What follows belongs to an exercise in optimizing a design on an open flow for small area and a short achievable clock period; a production flow would make more cautious choices. No functional check of the RTL was part of this run. In this run the design's own scripts or RTL, not TritonCTS, make the clock network. The flow treats the clock pin as an ideal source. Dropping or thinning the clock tree relies on that and would not hold on a real chip. No activity file was given, so power comes from the tool's default toggle rates.

`design/flow/design.v`:
```
module alu_top(clk, a, b, op, out, carry_out, over_flow, zero);
input clk;
input [31:0] a, b;
input [2:0] op;
output reg [31:0] out;
output reg carry_out, over_flow, zero;
reg [31:0] a_r, b_r;
reg [2:0] op_r;
wire [31:0] alu_out;
wire alu_carry_out, alu_over_flow, alu_zero;
ALU alu_core(a_r, b_r, op_r, alu_out, alu_carry_out, alu_over_flow, alu_zero);
always @(posedge clk) begin
	a_r <= a;
	b_r <= b;
	op_r <= op;
	out <= alu_out;
	carry_out <= alu_carry_out;
	over_flow <= alu_over_flow;
	zero <= alu_zero;
end
endmodule

module lf_andn(a, b, y);
input a, b;
output y;
assign y = ~a & b;
endmodule
module lf_aoi21(a, b, c, y);
input a, b, c;
output y;
assign y = ~((a & b) | c);
endmodule
module lf_inv(a, y);
input a;
output y;
assign y = ~a;
endmodule
module lf_mux2(s, a, b, y);
input s, a, b;
output y;
assign y = s ? b : a;
endmodule
module lf_mux2i(s, a, b, y);
input s, a, b;
output y;
assign y = ~(s ? b : a);
endmodule
module lf_nand2(a, b, y);
input a, b;
output y;
assign y = ~(a & b);
endmodule
module lf_nand4(a, b, c, d, y);
input a, b, c, d;
output y;
assign y = ~(a & b & c & d);
endmodule
module lf_nor2(a, b, y);
input a, b;
output y;
assign y = ~(a | b);
endmodule
module lf_nor4(a, b, c, d, y);
input a, b, c, d;
output y;
assign y = ~(a | b | c | d);
endmodule
module lf_oai21(a, b, c, y);
input a, b, c;
output y;
assign y = ~((a | b) & c);
endmodule
module lf_oai22(a, b, c, d, y);
input a, b, c, d;
output y;
assign y = ~((a | b) & (c | d));
endmodule
module lf_xnor2(a, b, y);
input a, b;
output y;
assign y = ~(a ^ b);
endmodule
module lf_xor2(a, b, y);
input a, b;
output y;
assign y = a ^ b;
endmodule
module ALU(a, b, addr, out, carry_out, over_flow, zero);
input [31:0] a, b;
input [2:0] addr;
output [31:0] out;
output carry_out, over_flow, zero;
wire op3 = (addr == 3'd3);
wire bi  = (addr == 3'd1) | op3;             
wire inv = (addr == 3'd5) | (addr == 3'd6);  
wire ci  = bi | inv;                         
wire cin_n = ~ci;
wire epn = (addr == 3'd3) | (addr == 3'd4) | (addr == 3'd5);  
wire egn = ~addr[2];                                           
wire ec  = (addr == 3'd0) | (addr == 3'd1);
wire ecn = ~ec;
wire q_1;
wire q_2;
wire q_3;
wire q_4;
wire q_5;
wire q_6;
wire q_7;
wire q_8;
wire q_9;
wire q_10;
wire q_11;
wire q_12;
wire q_13;
wire q_14;
wire q_15;
wire q_16;
wire q_17;
wire q_18;
wire q_19;
wire q_20;
wire q_21;
wire q_22;
wire q_23;
wire q_24;
wire q_25;
wire q_26;
wire q_27;
wire q_28;
wire q_29;
wire q_30;
wire q_31;
wire q_32;
wire bi_33;
wire bi_34;
wire bi_35;
wire bi_36;
wire pn_37;
wire pn_38;
wire pn_39;
wire pn_40;
wire pn_41;
wire pn_42;
wire pn_43;
wire pn_44;
wire pn_45;
wire pn_46;
wire pn_47;
wire pn_48;
wire pn_49;
wire pn_50;
wire pn_51;
wire pn_52;
wire pn_53;
wire pn_54;
wire pn_55;
wire pn_56;
wire pn_57;
wire pn_58;
wire pn_59;
wire pn_60;
wire pn_61;
wire pn_62;
wire pn_63;
wire pn_64;
wire pn_65;
wire pn_66;
wire pn_67;
wire pn_68;
wire gn_69;
wire gn_70;
wire gn_71;
wire gn_72;
wire gn_73;
wire gn_74;
wire gn_75;
wire gn_76;
wire gn_77;
wire gn_78;
wire gn_79;
wire gn_80;
wire gn_81;
wire gn_82;
wire gn_83;
wire gn_84;
wire gn_85;
wire gn_86;
wire gn_87;
wire gn_88;
wire gn_89;
wire gn_90;
wire gn_91;
wire gn_92;
wire gn_93;
wire gn_94;
wire gn_95;
wire gn_96;
wire gn_97;
wire gn_98;
wire gn_99;
wire gn_100;
wire G_101;
wire G_102;
wire G_103;
wire P_104;
wire G_105;
wire P_106;
wire G_107;
wire P_108;
wire G_109;
wire P_110;
wire G_111;
wire P_112;
wire G_113;
wire P_114;
wire G_115;
wire P_116;
wire G_117;
wire P_118;
wire G_119;
wire P_120;
wire G_121;
wire P_122;
wire G_123;
wire P_124;
wire G_125;
wire P_126;
wire G_127;
wire P_128;
wire G_129;
wire P_130;
wire G_131;
wire P_132;
wire G_133;
wire G_134;
wire P_135;
wire G_136;
wire P_137;
wire G_138;
wire P_139;
wire G_140;
wire P_141;
wire G_142;
wire P_143;
wire G_144;
wire P_145;
wire G_146;
wire P_147;
wire i_148;
wire G_149;
wire G_150;
wire i_151;
wire G_152;
wire i_153;
wire P_154;
wire G_155;
wire P_156;
wire i_157;
wire G_158;
wire i_159;
wire P_160;
wire G_161;
wire P_162;
wire i_163;
wire G_164;
wire i_165;
wire P_166;
wire G_167;
wire P_168;
wire G_169;
wire i_170;
wire G_171;
wire i_172;
wire G_173;
wire G_174;
wire G_175;
wire P_176;
wire i_177;
wire G_178;
wire i_179;
wire P_180;
wire i_181;
wire G_182;
wire i_183;
wire P_184;
wire G_185;
wire P_186;
wire i_187;
wire G_188;
wire G_189;
wire G_190;
wire i_191;
wire G_192;
wire G_193;
wire i_194;
wire G_195;
wire i_196;
wire G_197;
wire G_198;
wire i_199;
wire G_200;
wire G_201;
wire G_202;
wire i_203;
wire G_204;
wire G_205;
wire i_206;
wire G_207;
wire i_208;
wire G_209;
wire G_210;
wire G_211;
wire i_212;
wire G_213;
wire i_214;
wire G_215;
wire G_216;
wire i_217;
wire G_218;
wire G_219;
wire G_220;
wire L_221;
wire L_222;
wire kn_223;
wire M_224;
wire L_225;
wire k_226;
wire M_227;
wire L_228;
wire M_229;
wire L_230;
wire M_231;
wire L_232;
wire M_233;
wire L_234;
wire M_235;
wire L_236;
wire M_237;
wire L_238;
wire k_239;
wire M_240;
wire L_241;
wire M_242;
wire L_243;
wire kn_244;
wire M_245;
wire L_246;
wire M_247;
wire L_248;
wire M_249;
wire L_250;
wire M_251;
wire L_252;
wire M_253;
wire L_254;
wire M_255;
wire L_256;
wire kn_257;
wire M_258;
wire L_259;
wire k_260;
wire M_261;
wire L_262;
wire M_263;
wire L_264;
wire M_265;
wire L_266;
wire M_267;
wire L_268;
wire M_269;
wire L_270;
wire M_271;
wire L_272;
wire M_273;
wire L_274;
wire kn_275;
wire M_276;
wire L_277;
wire k_278;
wire M_279;
wire L_280;
wire M_281;
wire L_282;
wire M_283;
wire L_284;
wire M_285;
wire L_286;
wire M_287;
wire L_288;
wire M_289;
wire L_290;
wire M_291;
wire z_292;
wire z_293;
wire z_294;
wire z_295;
wire z_296;
wire z_297;
wire z_298;
wire z_299;
wire z_300;
wire z_301;
wire z_302;
wire z_303;
wire z_304;
wire z_305;
wire z_306;
wire z_307;
wire z_308;
wire z_309;
wire z_310;
wire z_311;
wire mb0;
wire c31 = G_220;
wire c32 = G_198;
wire p31 = ~pn_68;
wire k1 = (op3 & ~p31) | inv;
wire k0 = (op3 & p31) | inv;
wire m1 = (ec & ci) | k1;
wire m0 = (ec & ci) | k0;
assign carry_out = c32 ^ inv;
assign over_flow = c31 ^ c32;
  lf_xnor2 u0 (.a(a[0]), .b(b[0]), .y(q_1));
  lf_xnor2 u1 (.a(a[1]), .b(b[1]), .y(q_2));
  lf_xnor2 u2 (.a(a[2]), .b(b[2]), .y(q_3));
  lf_xnor2 u3 (.a(a[3]), .b(b[3]), .y(q_4));
  lf_xnor2 u4 (.a(a[4]), .b(b[4]), .y(q_5));
  lf_xnor2 u5 (.a(a[5]), .b(b[5]), .y(q_6));
  lf_xnor2 u6 (.a(a[6]), .b(b[6]), .y(q_7));
  lf_xnor2 u7 (.a(a[7]), .b(b[7]), .y(q_8));
  lf_xnor2 u8 (.a(a[8]), .b(b[8]), .y(q_9));
  lf_xnor2 u9 (.a(a[9]), .b(b[9]), .y(q_10));
  lf_xnor2 u10 (.a(a[10]), .b(b[10]), .y(q_11));
  lf_xnor2 u11 (.a(a[11]), .b(b[11]), .y(q_12));
  lf_xnor2 u12 (.a(a[12]), .b(b[12]), .y(q_13));
  lf_xnor2 u13 (.a(a[13]), .b(b[13]), .y(q_14));
  lf_xnor2 u14 (.a(a[14]), .b(b[14]), .y(q_15));
  lf_xnor2 u15 (.a(a[15]), .b(b[15]), .y(q_16));
  lf_xnor2 u16 (.a(a[16]), .b(b[16]), .y(q_17));
  lf_xnor2 u17 (.a(a[17]), .b(b[17]), .y(q_18));
  lf_xnor2 u18 (.a(a[18]), .b(b[18]), .y(q_19));
  lf_xnor2 u19 (.a(a[19]), .b(b[19]), .y(q_20));
  lf_xnor2 u20 (.a(a[20]), .b(b[20]), .y(q_21));
  lf_xnor2 u21 (.a(a[21]), .b(b[21]), .y(q_22));
  lf_xnor2 u22 (.a(a[22]), .b(b[22]), .y(q_23));
  lf_xnor2 u23 (.a(a[23]), .b(b[23]), .y(q_24));
  lf_xnor2 u24 (.a(a[24]), .b(b[24]), .y(q_25));
  lf_xnor2 u25 (.a(a[25]), .b(b[25]), .y(q_26));
  lf_xnor2 u26 (.a(a[26]), .b(b[26]), .y(q_27));
  lf_xnor2 u27 (.a(a[27]), .b(b[27]), .y(q_28));
  lf_xnor2 u28 (.a(a[28]), .b(b[28]), .y(q_29));
  lf_xnor2 u29 (.a(a[29]), .b(b[29]), .y(q_30));
  lf_xnor2 u30 (.a(a[30]), .b(b[30]), .y(q_31));
  lf_xnor2 u31 (.a(a[31]), .b(b[31]), .y(q_32));
  lf_andn u32 (.a(addr[2]), .b(addr[0]), .y(bi_33));
  lf_andn u33 (.a(addr[2]), .b(addr[0]), .y(bi_34));
  lf_andn u34 (.a(addr[2]), .b(addr[0]), .y(bi_35));
  lf_andn u35 (.a(addr[2]), .b(addr[0]), .y(bi_36));
  lf_xor2 u36 (.a(q_1), .b(bi_33), .y(pn_37));
  lf_xor2 u37 (.a(q_2), .b(bi_33), .y(pn_38));
  lf_xor2 u38 (.a(q_3), .b(bi_33), .y(pn_39));
  lf_xor2 u39 (.a(q_4), .b(bi_33), .y(pn_40));
  lf_xor2 u40 (.a(q_5), .b(bi_33), .y(pn_41));
  lf_xor2 u41 (.a(q_6), .b(bi_33), .y(pn_42));
  lf_xor2 u42 (.a(q_7), .b(bi_33), .y(pn_43));
  lf_xor2 u43 (.a(q_8), .b(bi_33), .y(pn_44));
  lf_xor2 u44 (.a(q_9), .b(bi_34), .y(pn_45));
  lf_xor2 u45 (.a(q_10), .b(bi_34), .y(pn_46));
  lf_xor2 u46 (.a(q_11), .b(bi_34), .y(pn_47));
  lf_xor2 u47 (.a(q_12), .b(bi_34), .y(pn_48));
  lf_xor2 u48 (.a(q_13), .b(bi_34), .y(pn_49));
  lf_xor2 u49 (.a(q_14), .b(bi_34), .y(pn_50));
  lf_xor2 u50 (.a(q_15), .b(bi_34), .y(pn_51));
  lf_xor2 u51 (.a(q_16), .b(bi_34), .y(pn_52));
  lf_xor2 u52 (.a(q_17), .b(bi_35), .y(pn_53));
  lf_xor2 u53 (.a(q_18), .b(bi_35), .y(pn_54));
  lf_xor2 u54 (.a(q_19), .b(bi_35), .y(pn_55));
  lf_xor2 u55 (.a(q_20), .b(bi_35), .y(pn_56));
  lf_xor2 u56 (.a(q_21), .b(bi_35), .y(pn_57));
  lf_xor2 u57 (.a(q_22), .b(bi_35), .y(pn_58));
  lf_xor2 u58 (.a(q_23), .b(bi_35), .y(pn_59));
  lf_xor2 u59 (.a(q_24), .b(bi_35), .y(pn_60));
  lf_xor2 u60 (.a(q_25), .b(bi_36), .y(pn_61));
  lf_xor2 u61 (.a(q_26), .b(bi_36), .y(pn_62));
  lf_xor2 u62 (.a(q_27), .b(bi_36), .y(pn_63));
  lf_xor2 u63 (.a(q_28), .b(bi_36), .y(pn_64));
  lf_xor2 u64 (.a(q_29), .b(bi_36), .y(pn_65));
  lf_xor2 u65 (.a(q_30), .b(bi_36), .y(pn_66));
  lf_xor2 u66 (.a(q_31), .b(bi_36), .y(pn_67));
  lf_xor2 u67 (.a(q_32), .b(bi_36), .y(pn_68));
  lf_nand2 u68 (.a(a[0]), .b(pn_37), .y(gn_69));
  lf_nand2 u69 (.a(a[1]), .b(pn_38), .y(gn_70));
  lf_nand2 u70 (.a(a[2]), .b(pn_39), .y(gn_71));
  lf_nand2 u71 (.a(a[3]), .b(pn_40), .y(gn_72));
  lf_nand2 u72 (.a(a[4]), .b(pn_41), .y(gn_73));
  lf_nand2 u73 (.a(a[5]), .b(pn_42), .y(gn_74));
  lf_nand2 u74 (.a(a[6]), .b(pn_43), .y(gn_75));
  lf_nand2 u75 (.a(a[7]), .b(pn_44), .y(gn_76));
  lf_nand2 u76 (.a(a[8]), .b(pn_45), .y(gn_77));
  lf_nand2 u77 (.a(a[9]), .b(pn_46), .y(gn_78));
  lf_nand2 u78 (.a(a[10]), .b(pn_47), .y(gn_79));
  lf_nand2 u79 (.a(a[11]), .b(pn_48), .y(gn_80));
  lf_nand2 u80 (.a(a[12]), .b(pn_49), .y(gn_81));
  lf_nand2 u81 (.a(a[13]), .b(pn_50), .y(gn_82));
  lf_nand2 u82 (.a(a[14]), .b(pn_51), .y(gn_83));
  lf_nand2 u83 (.a(a[15]), .b(pn_52), .y(gn_84));
  lf_nand2 u84 (.a(a[16]), .b(pn_53), .y(gn_85));
  lf_nand2 u85 (.a(a[17]), .b(pn_54), .y(gn_86));
  lf_nand2 u86 (.a(a[18]), .b(pn_55), .y(gn_87));
  lf_nand2 u87 (.a(a[19]), .b(pn_56), .y(gn_88));
  lf_nand2 u88 (.a(a[20]), .b(pn_57), .y(gn_89));
  lf_nand2 u89 (.a(a[21]), .b(pn_58), .y(gn_90));
  lf_nand2 u90 (.a(a[22]), .b(pn_59), .y(gn_91));
  lf_nand2 u91 (.a(a[23]), .b(pn_60), .y(gn_92));
  lf_nand2 u92 (.a(a[24]), .b(pn_61), .y(gn_93));
  lf_nand2 u93 (.a(a[25]), .b(pn_62), .y(gn_94));
  lf_nand2 u94 (.a(a[26]), .b(pn_63), .y(gn_95));
  lf_nand2 u95 (.a(a[27]), .b(pn_64), .y(gn_96));
  lf_nand2 u96 (.a(a[28]), .b(pn_65), .y(gn_97));
  lf_nand2 u97 (.a(a[29]), .b(pn_66), .y(gn_98));
  lf_nand2 u98 (.a(a[30]), .b(pn_67), .y(gn_99));
  lf_nand2 u99 (.a(a[31]), .b(pn_68), .y(gn_100));
  lf_mux2i u100 (.s(pn_37), .a(ci), .b(a[0]), .y(G_101));
  lf_oai21 u101 (.a(pn_38), .b(G_101), .c(gn_70), .y(G_102));
  lf_oai21 u102 (.a(pn_40), .b(gn_71), .c(gn_72), .y(G_103));
  lf_nor2 u103 (.a(pn_40), .b(pn_39), .y(P_104));
  lf_oai21 u104 (.a(pn_42), .b(gn_73), .c(gn_74), .y(G_105));
  lf_nor2 u105 (.a(pn_42), .b(pn_41), .y(P_106));
  lf_oai21 u106 (.a(pn_44), .b(gn_75), .c(gn_76), .y(G_107));
  lf_nor2 u107 (.a(pn_44), .b(pn_43), .y(P_108));
  lf_oai21 u108 (.a(pn_46), .b(gn_77), .c(gn_78), .y(G_109));
  lf_nor2 u109 (.a(pn_46), .b(pn_45), .y(P_110));
  lf_oai21 u110 (.a(pn_48), .b(gn_79), .c(gn_80), .y(G_111));
  lf_nor2 u111 (.a(pn_48), .b(pn_47), .y(P_112));
  lf_oai21 u112 (.a(pn_50), .b(gn_81), .c(gn_82), .y(G_113));
  lf_nor2 u113 (.a(pn_50), .b(pn_49), .y(P_114));
  lf_oai21 u114 (.a(pn_52), .b(gn_83), .c(gn_84), .y(G_115));
  lf_nor2 u115 (.a(pn_52), .b(pn_51), .y(P_116));
  lf_oai21 u116 (.a(pn_54), .b(gn_85), .c(gn_86), .y(G_117));
  lf_nor2 u117 (.a(pn_54), .b(pn_53), .y(P_118));
  lf_oai21 u118 (.a(pn_56), .b(gn_87), .c(gn_88), .y(G_119));
  lf_nor2 u119 (.a(pn_56), .b(pn_55), .y(P_120));
  lf_oai21 u120 (.a(pn_58), .b(gn_89), .c(gn_90), .y(G_121));
  lf_nor2 u121 (.a(pn_58), .b(pn_57), .y(P_122));
  lf_oai21 u122 (.a(pn_60), .b(gn_91), .c(gn_92), .y(G_123));
  lf_nor2 u123 (.a(pn_60), .b(pn_59), .y(P_124));
  lf_oai21 u124 (.a(pn_62), .b(gn_93), .c(gn_94), .y(G_125));
  lf_nor2 u125 (.a(pn_62), .b(pn_61), .y(P_126));
  lf_oai21 u126 (.a(pn_64), .b(gn_95), .c(gn_96), .y(G_127));
  lf_nor2 u127 (.a(pn_64), .b(pn_63), .y(P_128));
  lf_oai21 u128 (.a(pn_66), .b(gn_97), .c(gn_98), .y(G_129));
  lf_nor2 u129 (.a(pn_66), .b(pn_65), .y(P_130));
  lf_oai21 u130 (.a(pn_68), .b(gn_99), .c(gn_100), .y(G_131));
  lf_nor2 u131 (.a(pn_68), .b(pn_67), .y(P_132));
  lf_aoi21 u132 (.a(P_104), .b(G_102), .c(G_103), .y(G_133));
  lf_aoi21 u133 (.a(P_108), .b(G_105), .c(G_107), .y(G_134));
  lf_nand2 u134 (.a(P_108), .b(P_106), .y(P_135));
  lf_aoi21 u135 (.a(P_112), .b(G_109), .c(G_111), .y(G_136));
  lf_nand2 u136 (.a(P_112), .b(P_110), .y(P_137));
  lf_aoi21 u137 (.a(P_116), .b(G_113), .c(G_115), .y(G_138));
  lf_nand2 u138 (.a(P_116), .b(P_114), .y(P_139));
  lf_aoi21 u139 (.a(P_120), .b(G_117), .c(G_119), .y(G_140));
  lf_nand2 u140 (.a(P_120), .b(P_118), .y(P_141));
  lf_aoi21 u141 (.a(P_124), .b(G_121), .c(G_123), .y(G_142));
  lf_nand2 u142 (.a(P_124), .b(P_122), .y(P_143));
  lf_aoi21 u143 (.a(P_128), .b(G_125), .c(G_127), .y(G_144));
  lf_nand2 u144 (.a(P_128), .b(P_126), .y(P_145));
  lf_aoi21 u145 (.a(P_132), .b(G_129), .c(G_131), .y(G_146));
  lf_nand2 u146 (.a(P_132), .b(P_130), .y(P_147));
  lf_inv u147 (.a(G_133), .y(i_148));
  lf_aoi21 u148 (.a(P_106), .b(i_148), .c(G_105), .y(G_149));
  lf_oai21 u149 (.a(P_135), .b(G_133), .c(G_134), .y(G_150));
  lf_inv u150 (.a(G_136), .y(i_151));
  lf_aoi21 u151 (.a(P_114), .b(i_151), .c(G_113), .y(G_152));
  lf_inv u152 (.a(P_137), .y(i_153));
  lf_nand2 u153 (.a(P_114), .b(i_153), .y(P_154));
  lf_oai21 u154 (.a(P_139), .b(G_136), .c(G_138), .y(G_155));
  lf_nor2 u155 (.a(P_139), .b(P_137), .y(P_156));
  lf_inv u156 (.a(G_140), .y(i_157));
  lf_aoi21 u157 (.a(P_122), .b(i_157), .c(G_121), .y(G_158));
  lf_inv u158 (.a(P_141), .y(i_159));
  lf_nand2 u159 (.a(P_122), .b(i_159), .y(P_160));
  lf_oai21 u160 (.a(P_143), .b(G_140), .c(G_142), .y(G_161));
  lf_nor2 u161 (.a(P_143), .b(P_141), .y(P_162));
  lf_inv u162 (.a(G_144), .y(i_163));
  lf_aoi21 u163 (.a(P_130), .b(i_163), .c(G_129), .y(G_164));
  lf_inv u164 (.a(P_145), .y(i_165));
  lf_nand2 u165 (.a(P_130), .b(i_165), .y(P_166));
  lf_oai21 u166 (.a(P_147), .b(G_144), .c(G_146), .y(G_167));
  lf_nor2 u167 (.a(P_147), .b(P_145), .y(P_168));
  lf_aoi21 u168 (.a(P_110), .b(G_150), .c(G_109), .y(G_169));
  lf_inv u169 (.a(G_150), .y(i_170));
  lf_oai21 u170 (.a(P_137), .b(i_170), .c(G_136), .y(G_171));
  lf_inv u171 (.a(G_150), .y(i_172));
  lf_oai21 u172 (.a(P_154), .b(i_172), .c(G_152), .y(G_173));
  lf_aoi21 u173 (.a(P_156), .b(G_150), .c(G_155), .y(G_174));
  lf_aoi21 u174 (.a(P_126), .b(G_161), .c(G_125), .y(G_175));
  lf_nand2 u175 (.a(P_126), .b(P_162), .y(P_176));
  lf_inv u176 (.a(G_161), .y(i_177));
  lf_oai21 u177 (.a(P_145), .b(i_177), .c(G_144), .y(G_178));
  lf_inv u178 (.a(P_162), .y(i_179));
  lf_nor2 u179 (.a(P_145), .b(i_179), .y(P_180));
  lf_inv u180 (.a(G_161), .y(i_181));
  lf_oai21 u181 (.a(P_166), .b(i_181), .c(G_164), .y(G_182));
  lf_inv u182 (.a(P_162), .y(i_183));
  lf_nor2 u183 (.a(P_166), .b(i_183), .y(P_184));
  lf_aoi21 u184 (.a(P_168), .b(G_161), .c(G_167), .y(G_185));
  lf_nand2 u185 (.a(P_168), .b(P_162), .y(P_186));
  lf_inv u186 (.a(G_174), .y(i_187));
  lf_aoi21 u187 (.a(P_118), .b(i_187), .c(G_117), .y(G_188));
  lf_oai21 u188 (.a(P_141), .b(G_174), .c(G_140), .y(G_189));
  lf_oai21 u189 (.a(P_160), .b(G_174), .c(G_158), .y(G_190));
  lf_inv u190 (.a(G_174), .y(i_191));
  lf_aoi21 u191 (.a(P_162), .b(i_191), .c(G_161), .y(G_192));
  lf_oai21 u192 (.a(P_176), .b(G_174), .c(G_175), .y(G_193));
  lf_inv u193 (.a(G_174), .y(i_194));
  lf_aoi21 u194 (.a(P_180), .b(i_194), .c(G_178), .y(G_195));
  lf_inv u195 (.a(G_174), .y(i_196));
  lf_aoi21 u196 (.a(P_184), .b(i_196), .c(G_182), .y(G_197));
  lf_oai21 u197 (.a(P_186), .b(G_174), .c(G_185), .y(G_198));
  lf_inv u198 (.a(G_102), .y(i_199));
  lf_oai21 u199 (.a(pn_39), .b(i_199), .c(gn_71), .y(G_200));
  lf_oai21 u200 (.a(pn_41), .b(G_133), .c(gn_73), .y(G_201));
  lf_oai21 u201 (.a(pn_43), .b(G_149), .c(gn_75), .y(G_202));
  lf_inv u202 (.a(G_150), .y(i_203));
  lf_oai21 u203 (.a(pn_45), .b(i_203), .c(gn_77), .y(G_204));
  lf_oai21 u204 (.a(pn_47), .b(G_169), .c(gn_79), .y(G_205));
  lf_inv u205 (.a(G_171), .y(i_206));
  lf_oai21 u206 (.a(pn_49), .b(i_206), .c(gn_81), .y(G_207));
  lf_inv u207 (.a(G_173), .y(i_208));
  lf_oai21 u208 (.a(pn_51), .b(i_208), .c(gn_83), .y(G_209));
  lf_oai21 u209 (.a(pn_53), .b(G_174), .c(gn_85), .y(G_210));
  lf_oai21 u210 (.a(pn_55), .b(G_188), .c(gn_87), .y(G_211));
  lf_inv u211 (.a(G_189), .y(i_212));
  lf_oai21 u212 (.a(pn_57), .b(i_212), .c(gn_89), .y(G_213));
  lf_inv u213 (.a(G_190), .y(i_214));
  lf_oai21 u214 (.a(pn_59), .b(i_214), .c(gn_91), .y(G_215));
  lf_oai21 u215 (.a(pn_61), .b(G_192), .c(gn_93), .y(G_216));
  lf_inv u216 (.a(G_193), .y(i_217));
  lf_oai21 u217 (.a(pn_63), .b(i_217), .c(gn_95), .y(G_218));
  lf_oai21 u218 (.a(pn_65), .b(G_195), .c(gn_97), .y(G_219));
  lf_oai21 u219 (.a(pn_67), .b(G_197), .c(gn_99), .y(G_220));
  lf_oai22 u220 (.a(pn_37), .b(epn), .c(gn_69), .d(egn), .y(L_221));
  lf_xor2 u221 (.a(L_221), .b(mb0), .y(out[0]));
  lf_oai22 u222 (.a(pn_38), .b(epn), .c(gn_70), .d(egn), .y(L_222));
  lf_mux2i u223 (.s(G_198), .a(k0), .b(k1), .y(kn_223));
  lf_oai21 u224 (.a(G_101), .b(ecn), .c(kn_223), .y(M_224));
  lf_xor2 u225 (.a(L_222), .b(M_224), .y(out[1]));
  lf_oai22 u226 (.a(pn_39), .b(epn), .c(gn_71), .d(egn), .y(L_225));
  lf_mux2 u227 (.s(G_198), .a(k0), .b(k1), .y(k_226));
  lf_aoi21 u228 (.a(G_102), .b(ec), .c(k_226), .y(M_227));
  lf_xnor2 u229 (.a(L_225), .b(M_227), .y(out[2]));
  lf_oai22 u230 (.a(pn_40), .b(epn), .c(gn_72), .d(egn), .y(L_228));
  lf_aoi21 u231 (.a(G_200), .b(ec), .c(k_226), .y(M_229));
  lf_xnor2 u232 (.a(L_228), .b(M_229), .y(out[3]));
  lf_oai22 u233 (.a(pn_41), .b(epn), .c(gn_73), .d(egn), .y(L_230));
  lf_oai21 u234 (.a(G_133), .b(ecn), .c(kn_223), .y(M_231));
  lf_xor2 u235 (.a(L_230), .b(M_231), .y(out[4]));
  lf_oai22 u236 (.a(pn_42), .b(epn), .c(gn_74), .d(egn), .y(L_232));
  lf_aoi21 u237 (.a(G_201), .b(ec), .c(k_226), .y(M_233));
  lf_xnor2 u238 (.a(L_232), .b(M_233), .y(out[5]));
  lf_oai22 u239 (.a(pn_43), .b(epn), .c(gn_75), .d(egn), .y(L_234));
  lf_oai21 u240 (.a(G_149), .b(ecn), .c(kn_223), .y(M_235));
  lf_xor2 u241 (.a(L_234), .b(M_235), .y(out[6]));
  lf_oai22 u242 (.a(pn_44), .b(epn), .c(gn_76), .d(egn), .y(L_236));
  lf_aoi21 u243 (.a(G_202), .b(ec), .c(k_226), .y(M_237));
  lf_xnor2 u244 (.a(L_236), .b(M_237), .y(out[7]));
  lf_oai22 u245 (.a(pn_45), .b(epn), .c(gn_77), .d(egn), .y(L_238));
  lf_mux2 u246 (.s(G_198), .a(k0), .b(k1), .y(k_239));
  lf_aoi21 u247 (.a(G_150), .b(ec), .c(k_239), .y(M_240));
  lf_xnor2 u248 (.a(L_238), .b(M_240), .y(out[8]));
  lf_oai22 u249 (.a(pn_46), .b(epn), .c(gn_78), .d(egn), .y(L_241));
  lf_aoi21 u250 (.a(G_204), .b(ec), .c(k_239), .y(M_242));
  lf_xnor2 u251 (.a(L_241), .b(M_242), .y(out[9]));
  lf_oai22 u252 (.a(pn_47), .b(epn), .c(gn_79), .d(egn), .y(L_243));
  lf_mux2i u253 (.s(G_198), .a(k0), .b(k1), .y(kn_244));
  lf_oai21 u254 (.a(G_169), .b(ecn), .c(kn_244), .y(M_245));
  lf_xor2 u255 (.a(L_243), .b(M_245), .y(out[10]));
  lf_oai22 u256 (.a(pn_48), .b(epn), .c(gn_80), .d(egn), .y(L_246));
  lf_aoi21 u257 (.a(G_205), .b(ec), .c(k_239), .y(M_247));
  lf_xnor2 u258 (.a(L_246), .b(M_247), .y(out[11]));
  lf_oai22 u259 (.a(pn_49), .b(epn), .c(gn_81), .d(egn), .y(L_248));
  lf_aoi21 u260 (.a(G_171), .b(ec), .c(k_239), .y(M_249));
  lf_xnor2 u261 (.a(L_248), .b(M_249), .y(out[12]));
  lf_oai22 u262 (.a(pn_50), .b(epn), .c(gn_82), .d(egn), .y(L_250));
  lf_aoi21 u263 (.a(G_207), .b(ec), .c(k_239), .y(M_251));
  lf_xnor2 u264 (.a(L_250), .b(M_251), .y(out[13]));
  lf_oai22 u265 (.a(pn_51), .b(epn), .c(gn_83), .d(egn), .y(L_252));
  lf_aoi21 u266 (.a(G_173), .b(ec), .c(k_239), .y(M_253));
  lf_xnor2 u267 (.a(L_252), .b(M_253), .y(out[14]));
  lf_oai22 u268 (.a(pn_52), .b(epn), .c(gn_84), .d(egn), .y(L_254));
  lf_aoi21 u269 (.a(G_209), .b(ec), .c(k_239), .y(M_255));
  lf_xnor2 u270 (.a(L_254), .b(M_255), .y(out[15]));
  lf_oai22 u271 (.a(pn_53), .b(epn), .c(gn_85), .d(egn), .y(L_256));
  lf_mux2i u272 (.s(G_198), .a(k0), .b(k1), .y(kn_257));
  lf_oai21 u273 (.a(G_174), .b(ecn), .c(kn_257), .y(M_258));
  lf_xor2 u274 (.a(L_256), .b(M_258), .y(out[16]));
  lf_oai22 u275 (.a(pn_54), .b(epn), .c(gn_86), .d(egn), .y(L_259));
  lf_mux2 u276 (.s(G_198), .a(k0), .b(k1), .y(k_260));
  lf_aoi21 u277 (.a(G_210), .b(ec), .c(k_260), .y(M_261));
  lf_xnor2 u278 (.a(L_259), .b(M_261), .y(out[17]));
  lf_oai22 u279 (.a(pn_55), .b(epn), .c(gn_87), .d(egn), .y(L_262));
  lf_oai21 u280 (.a(G_188), .b(ecn), .c(kn_257), .y(M_263));
  lf_xor2 u281 (.a(L_262), .b(M_263), .y(out[18]));
  lf_oai22 u282 (.a(pn_56), .b(epn), .c(gn_88), .d(egn), .y(L_264));
  lf_aoi21 u283 (.a(G_211), .b(ec), .c(k_260), .y(M_265));
  lf_xnor2 u284 (.a(L_264), .b(M_265), .y(out[19]));
  lf_oai22 u285 (.a(pn_57), .b(epn), .c(gn_89), .d(egn), .y(L_266));
  lf_aoi21 u286 (.a(G_189), .b(ec), .c(k_260), .y(M_267));
  lf_xnor2 u287 (.a(L_266), .b(M_267), .y(out[20]));
  lf_oai22 u288 (.a(pn_58), .b(epn), .c(gn_90), .d(egn), .y(L_268));
  lf_aoi21 u289 (.a(G_213), .b(ec), .c(k_260), .y(M_269));
  lf_xnor2 u290 (.a(L_268), .b(M_269), .y(out[21]));
  lf_oai22 u291 (.a(pn_59), .b(epn), .c(gn_91), .d(egn), .y(L_270));
  lf_aoi21 u292 (.a(G_190), .b(ec), .c(k_260), .y(M_271));
  lf_xnor2 u293 (.a(L_270), .b(M_271), .y(out[22]));
  lf_oai22 u294 (.a(pn_60), .b(epn), .c(gn_92), .d(egn), .y(L_272));
  lf_aoi21 u295 (.a(G_215), .b(ec), .c(k_260), .y(M_273));
  lf_xnor2 u296 (.a(L_272), .b(M_273), .y(out[23]));
  lf_oai22 u297 (.a(pn_61), .b(epn), .c(gn_93), .d(egn), .y(L_274));
  lf_mux2i u298 (.s(G_198), .a(k0), .b(k1), .y(kn_275));
  lf_oai21 u299 (.a(G_192), .b(ecn), .c(kn_275), .y(M_276));
  lf_xor2 u300 (.a(L_274), .b(M_276), .y(out[24]));
  lf_oai22 u301 (.a(pn_62), .b(epn), .c(gn_94), .d(egn), .y(L_277));
  lf_mux2 u302 (.s(G_198), .a(k0), .b(k1), .y(k_278));
  lf_aoi21 u303 (.a(G_216), .b(ec), .c(k_278), .y(M_279));
  lf_xnor2 u304 (.a(L_277), .b(M_279), .y(out[25]));
  lf_oai22 u305 (.a(pn_63), .b(epn), .c(gn_95), .d(egn), .y(L_280));
  lf_aoi21 u306 (.a(G_193), .b(ec), .c(k_278), .y(M_281));
  lf_xnor2 u307 (.a(L_280), .b(M_281), .y(out[26]));
  lf_oai22 u308 (.a(pn_64), .b(epn), .c(gn_96), .d(egn), .y(L_282));
  lf_aoi21 u309 (.a(G_218), .b(ec), .c(k_278), .y(M_283));
  lf_xnor2 u310 (.a(L_282), .b(M_283), .y(out[27]));
  lf_oai22 u311 (.a(pn_65), .b(epn), .c(gn_97), .d(egn), .y(L_284));
  lf_oai21 u312 (.a(G_195), .b(ecn), .c(kn_275), .y(M_285));
  lf_xor2 u313 (.a(L_284), .b(M_285), .y(out[28]));
  lf_oai22 u314 (.a(pn_66), .b(epn), .c(gn_98), .d(egn), .y(L_286));
  lf_aoi21 u315 (.a(G_219), .b(ec), .c(k_278), .y(M_287));
  lf_xnor2 u316 (.a(L_286), .b(M_287), .y(out[29]));
  lf_oai22 u317 (.a(pn_67), .b(epn), .c(gn_99), .d(egn), .y(L_288));
  lf_oai21 u318 (.a(G_197), .b(ecn), .c(kn_275), .y(M_289));
  lf_xor2 u319 (.a(L_288), .b(M_289), .y(out[30]));
  lf_oai22 u320 (.a(pn_68), .b(epn), .c(gn_100), .d(egn), .y(L_290));
  lf_aoi21 u321 (.a(G_220), .b(ec), .c(k_278), .y(M_291));
  lf_xnor2 u322 (.a(L_290), .b(M_291), .y(out[31]));
  lf_nor2 u323 (.a(out[0]), .b(out[1]), .y(z_292));
  lf_nor2 u324 (.a(out[2]), .b(out[3]), .y(z_293));
  lf_nor2 u325 (.a(out[4]), .b(out[5]), .y(z_294));
  lf_nor2 u326 (.a(out[6]), .b(out[7]), .y(z_295));
  lf_nor2 u327 (.a(out[8]), .b(out[9]), .y(z_296));
  lf_nor2 u328 (.a(out[10]), .b(out[11]), .y(z_297));
  lf_nor2 u329 (.a(out[12]), .b(out[13]), .y(z_298));
  lf_nor2 u330 (.a(out[14]), .b(out[15]), .y(z_299));
  lf_nor2 u331 (.a(out[16]), .b(out[17]), .y(z_300));
  lf_nor2 u332 (.a(out[18]), .b(out[19]), .y(z_301));
  lf_nor2 u333 (.a(out[20]), .b(out[21]), .y(z_302));
  lf_nor2 u334 (.a(out[22]), .b(out[23]), .y(z_303));
  lf_nor2 u335 (.a(out[24]), .b(out[25]), .y(z_304));
  lf_nor2 u336 (.a(out[26]), .b(out[27]), .y(z_305));
  lf_nor2 u337 (.a(out[28]), .b(out[29]), .y(z_306));
  lf_nor2 u338 (.a(out[30]), .b(out[31]), .y(z_307));
  lf_nand4 u339 (.a(z_292), .b(z_293), .c(z_294), .d(z_295), .y(z_308));
  lf_nand4 u340 (.a(z_296), .b(z_297), .c(z_298), .d(z_299), .y(z_309));
  lf_nand4 u341 (.a(z_300), .b(z_301), .c(z_302), .d(z_303), .y(z_310));
  lf_nand4 u342 (.a(z_304), .b(z_305), .c(z_306), .d(z_307), .y(z_311));
  lf_nor4 u343 (.a(z_308), .b(z_309), .c(z_310), .d(z_311), .y(zero));
lf_mux2 um (.s(c32), .a(m0), .b(m1), .y(mb0));   
endmodule
```
`design/flow/flow/run.sh`:
```
#!/bin/bash
# The standard layout (standard.sh) with three changes to how it is made:
#  - the port buffers are sky130 buf_1 rather than the resizer's default pick;
#  - before floorplanning every combinational cell is set to drive strength 1
#    (flow/downsize.tcl), so only the resizer's timing repair sizes cells up;
#  - the timing repair aims at a setup slack margin of SETUP_MARGIN ns;
#  - the clock port drives MCTS_K buffers that each drive the flip-flops of
#    one region (flow/cts_hook.tcl), instead of TritonCTS's two-level tree.
# Each tool's output goes to ORFS's own per-step logs under orfs/logs; make's
# output goes to standard.log.
export BUFFER_PORTS_ARGS="-buffer_cell sky130_fd_sc_hd__buf_1"
export SETUP_SLACK_MARGIN=${SETUP_MARGIN:-10.8}
export PRE_FLOORPLAN_TCL=$PWD/flow/downsize.tcl
export MCTS_K=${MCTS_K:-4}
export MCTS_CELL=${MCTS_CELL:-sky130_fd_sc_hd__buf_12}
export PRE_CTS_TCL=$PWD/flow/cts_hook.tcl
bash standard.sh > standard.log 2>&1
```
`design/flow/flow/cts_hook.tcl`:
```
# Clock distribution with one level of buffers: the clock port drives
# K buffer cells, each driving the flip-flops of one region of the
# core (the flip-flops split into K groups of equal size by position).
proc manual_cts {K {cell sky130_fd_sc_hd__clkbuf_16}} {
  set block [ord::get_db_block]
  set clknet [$block findNet clk]
  set master [[ord::get_db] findMaster $cell]
  set sinks {}
  foreach it [$clknet getITerms] {
    set inst [$it getInst]
    set xy [$inst getLocation]
    lappend sinks [list $it [lindex $xy 0] [lindex $xy 1]]
  }
  # split along the longer side of the sinks' bounding box
  set xs [lsort -integer [lmap s $sinks {lindex $s 1}]]
  set ys [lsort -integer [lmap s $sinks {lindex $s 2}]]
  set idx [expr {([lindex $xs end] - [lindex $xs 0]) >= ([lindex $ys end] - [lindex $ys 0]) ? 1 : 2}]
  set sinks [lsort -integer -index $idx $sinks]
  set n [llength $sinks]
  for {set g 0} {$g < $K} {incr g} {
    set lo [expr {$g * $n / $K}]
    set hi [expr {($g + 1) * $n / $K - 1}]
    set grp [lrange $sinks $lo $hi]
    set inst [odb::dbInst_create $block $master "clkbuf_m_$g"]
    set net [odb::dbNet_create $block "clk_m_$g"]
    $net setSigType CLOCK
    [$inst findITerm A] connect $clknet
    [$inst findITerm X] connect $net
    set sx 0; set sy 0
    foreach s $grp {
      set it [lindex $s 0]
      $it disconnect
      $it connect $net
      incr sx [lindex $s 1]; incr sy [lindex $s 2]
    }
    set m [llength $grp]
    $inst setLocation [expr {$sx / $m}] [expr {$sy / $m}]
    $inst setPlacementStatus PLACED
  }
}

# Used as the PRE_CTS hook of the standard flow: build the one-level clock
# distribution here, then let cts.tcl go on (detailed placement, timing
# repair) with TritonCTS's own tree building turned into a no-op.
manual_cts $::env(MCTS_K) $::env(MCTS_CELL)
set_propagated_clock [all_clocks]
rename clock_tree_synthesis tritoncts_clock_tree_synthesis
proc clock_tree_synthesis {args} {
  puts "cts_hook.tcl: clock_tree_synthesis skipped (one-level clock buffers built in the PRE_CTS hook)"
}
```
`design/flow/flow/downsize.tcl`:
```
# Start placement from the smallest drive of every combinational cell that
# synthesis sized up; the timing repair later in the flow sizes up again only
# the cells on paths that need it. Flip-flops are left as synthesis made them.
set db [ord::get_db]
set n 0
foreach inst [[ord::get_db_block] getInsts] {
  set m [[$inst getMaster] getName]
  if {[regexp {^(sky130_fd_sc_hd__([a-z0-9]+))_([0-9]+)$} $m -> base kind sz] && $sz > 1
      && ![string match df* $kind] && ![string match sdf* $kind] && ![string match dl* $kind]} {
    set nm [$db findMaster ${base}_1]
    if {$nm ne "NULL"} {
      $inst swapMaster $nm
      incr n
    }
  }
}
puts "downsize.tcl: $n cells set to drive strength 1"
```
`design/flow/standard.sh`:
```
#!/bin/bash
# synth_recipe.tcl (not shown) runs the flow's synth.tcl, then flattens the netlist and writes it again
# the make line also repeats each setting of config.mk as NAME=value (left out here)
make -C /OpenROAD-flow-scripts/flow DESIGN_CONFIG=/design/flow/config.mk WORK_HOME=/design/flow/orfs CLKGATE_MAP_FILE= SYNTH_SCRIPT=/design/flow/synth_recipe.tcl "${@:-finish}"
```
`design/flow/config.mk`:
```
export PLATFORM = sky130hd
export DESIGN_NAME = alu_top
export DESIGN_NICKNAME = alu_top
export VERILOG_FILES = /design/flow/design.v
export SDC_FILE = /design/flow/constraint.sdc
export NUM_CORES = 4
export LEC_CHECK = 0
export CAP_MARGIN = 20
export CORE_MARGIN = 2
export CORE_UTILIZATION = 40
export SLEW_MARGIN = 20
export SYNTH_HIERARCHICAL = 1
```
`design/flow/constraint.sdc`:
```
create_clock -name core_clock -period 14.5 [get_ports {clk}]
set_input_delay 2.9000 -clock core_clock [delete_from_list [all_inputs] [get_ports {clk}]]
set_output_delay 2.9000 -clock core_clock [all_outputs]
set_load 0.01 [all_outputs]
```
==> impl_results.md <==
* Core ar. at 10300 sq um
* Status: finished clean
* Remaining DRCs at 0
* Power per cell area at 136 nW/um^2
* Total number of vias at 3521
* Critical Path Source Type: flip-flop
* Leading cell types in the layout, fill and taps excluded: buf_1 (102), dfxtp_1 (100), xnor2_1 (56), nand2_1 (48), o21ai_1 (48)
* Switching power as a share of total power at 0.333
* Sequential cell area at 2050 sq um
* Leakage power summed over all cells at 2.05 nW
* Final Setup Violations at 0
* Half-perimeter wire length after detailed placement at 6.84 mm
* Total wire length after detailed routing at 9.29 mm
* Number of warnings reported in the yosys synthesis log at 7
* DIE AREA at 11400 sq um
* Synthesized instance count at 467
* Maximum achievable frequency at 281 MHz
* Horizontal die dimension at 107 um
* Required time of the critical path at 11600 ps
* Overall track demand over capacity in global routing at 0.152
* Setup repair after global routing missed its margin: no
* Net count reported at finish at 659
* Latest clock arrival within the worst-skew pair at 130 ps
* Crit share post-route at 0.246
* Kind of end point of the critical path: primary output
* Maximum fanout along the worst path at 1
* Endpoint arrival time on the critical path at 670 ps
* Filler Cells Inserted at 1020
* Fraction of power consumed by combinational cells at 0.352
* Shortest period the worst path allows at 3570 ps
* Critical path, cell by cell: buf_1
* Number of global-route vias before repair at 3219
* Total Negative Setup Slacks at 0 ps
* Least-Margin Pin Slew at 846 ps
* Detailed-route vias per instance at 4.86
* Largest delay share family, worst path: flip-flops
* Final estimated routing congestion in global placement at 0.842
* TritonRoute pass-1 iters at 4
* GR Overflow Total at 0
* Fraction of final layout cells with drive strength greater than 1 at 0.0815
* Clock skew at 8.11 ps
* Worst rel slew slack at 0.431
* Die Y-Extent at 107 um
* Std-Cell Rows at 37
* Class of the most critical setup path: flip-flop to primary output
* Number of hold violations in the final report at 0
* I/O Pins at 103
* Antenna violations before repair at 0
* Post-Layout Cell Count at 725
* Number of port buffers at 102
* Tightest hold margin at 663 ps
* Internal Dissipation at 0.473 mW
* Largest net degree at the start of global routing at 34
* Wire length of the first global-routing pass at 14.5 mm
* Slowest library cell on the worst path: dfxtp_1
* Buf/Inv on CP at 1
* Area taken by multi-input logic gates at 2270 sq um
* Part of the total power dissipated in the clock network at 0.159
* Most common cell after layout, fill and taps aside: buf_1
* Number of maximum-capacitance violations at 0
* Number of placed instances with taps included at 705
* Initial standard-cell utilization of the core at 0.411
* Total net switching power at 0.236 mW
* Clock input transition at the sequential cells of the worst setup and hold paths at 100 ps
* Initial DRC count at 154
* Total inserted antenna cells at 0
* Count of final max-slew check failures at 0
* Post-Syn Nets at 535
* Sequential share of power at 0.488
* Core occupancy in the finished layout at 0.507
* Number of nets with antenna violations after routing at 0
* Worst vdd rail ir drop at 0.0000579 V
* Hold buffer count at cts at 0
* Peak per-stage delay on the critical path at 360 ps
* Type of the worst min-delay path: flip-flop to flip-flop
* Routed WL per cell at 12.8 um
area by class of cell:
| cell class | count | share of cell area |
|---|---|---|
| inverters | 26 | 0.0187 |
| plain buffers | 4 | 0.0154 |
| flip-flops and latches | 102 | 0.393 |
| repair buffers | 119 | 0.106 |
| multi-input cells | 338 | 0.435 |
| well taps | 136 | 0.0326 |
power by group through the flow:
stage | clock network, mW | logic (mW) | registers (mW)
2_1_floorplan | 0 | 0.143 | 0.370
3_3_place_gp | 0 | 0.226 | 0.353
3_5_place_dp | 0 | 0.227 | 0.354
4_1_cts | 0.116 | 0.238 | 0.348
5_1_grt | 0.125 | 0.275 | 0.352
6_report | 0.113 | 0.250 | 0.346
what timing repair did:
item	4_1_cts	5_1_grt
gates resized for setup	14	21
endpoints found under the setup margin	33	1
pin swaps	2	3
setup buffers	7	9
state kept, by name, summed over array words and instances, names as in the netlist:
name	count
b_r	32
carry_out	1
zero	1
op_r	3
a_r	32
out	32
over_flow	1
worst paths after layout:
path	startpoint	endpoint	slack [ps]	cells after the start
worst min register to register	a_r[7]$_DFF_P_	out[7]$_DFF_P_	660	3
worst max-delay path	zero$_DFF_P_	zero	10930	1
worst min-delay path	a_r[7]$_DFF_P_	out[7]$_DFF_P_	660	3
worst max register to register	op_r[0]$_DFF_P_	zero$_DFF_P_	11040	17
per-layer routing:
| layer | track usage | vias up | wire length [um] |
|---|---|---|---|
| met2 | 0.279 | 98 | 4490 |
| met5 | 0 | - | 0 |
| met3 | 0.00912 | 6 | 490 |
| li1 | - | 1823 | - |
| met1 | 0.204 | 1594 | 4230 |
| met4 | 0.0121 | 0 | 89 |
metrics by stage:
step	setup slack [ps]	cell area (sq um)	total power [mW]
detailed placement	9850	4800	0.581
global route	10780	5220	0.752
CTS	10810	4990	0.701
floorplan	10850	4240	0.512
finish	10930	5220	0.709
global placement	9990	4800	0.579

-- what the ideal ports hide --
The results above use ideal ports. As a check the final layout listed here was re-extracted and re-timed, cells and wires unchanged.
Step 1 assumes that a clkbuf_16 drives the clock port and a buf_2 every other input.
Step 2 moves the port delays by t, midway between the first and last clock arrival at a register: inputs arrive t later, outputs are due t later. That takes back most of the time a late clock gives input paths.
Three values: ideal, step 1, step 2; two values: the first two.
t (ns): 0.207
slack for setup (ns): 10.935 / 10.858 / 11.044
clock arrival spread, ns: 0.008 / 0.009
After both steps setup and hold are still met in this run. For this run, drivers alone change the setup slack by -0.077 ns; drivers and shift together by +0.109 ns.
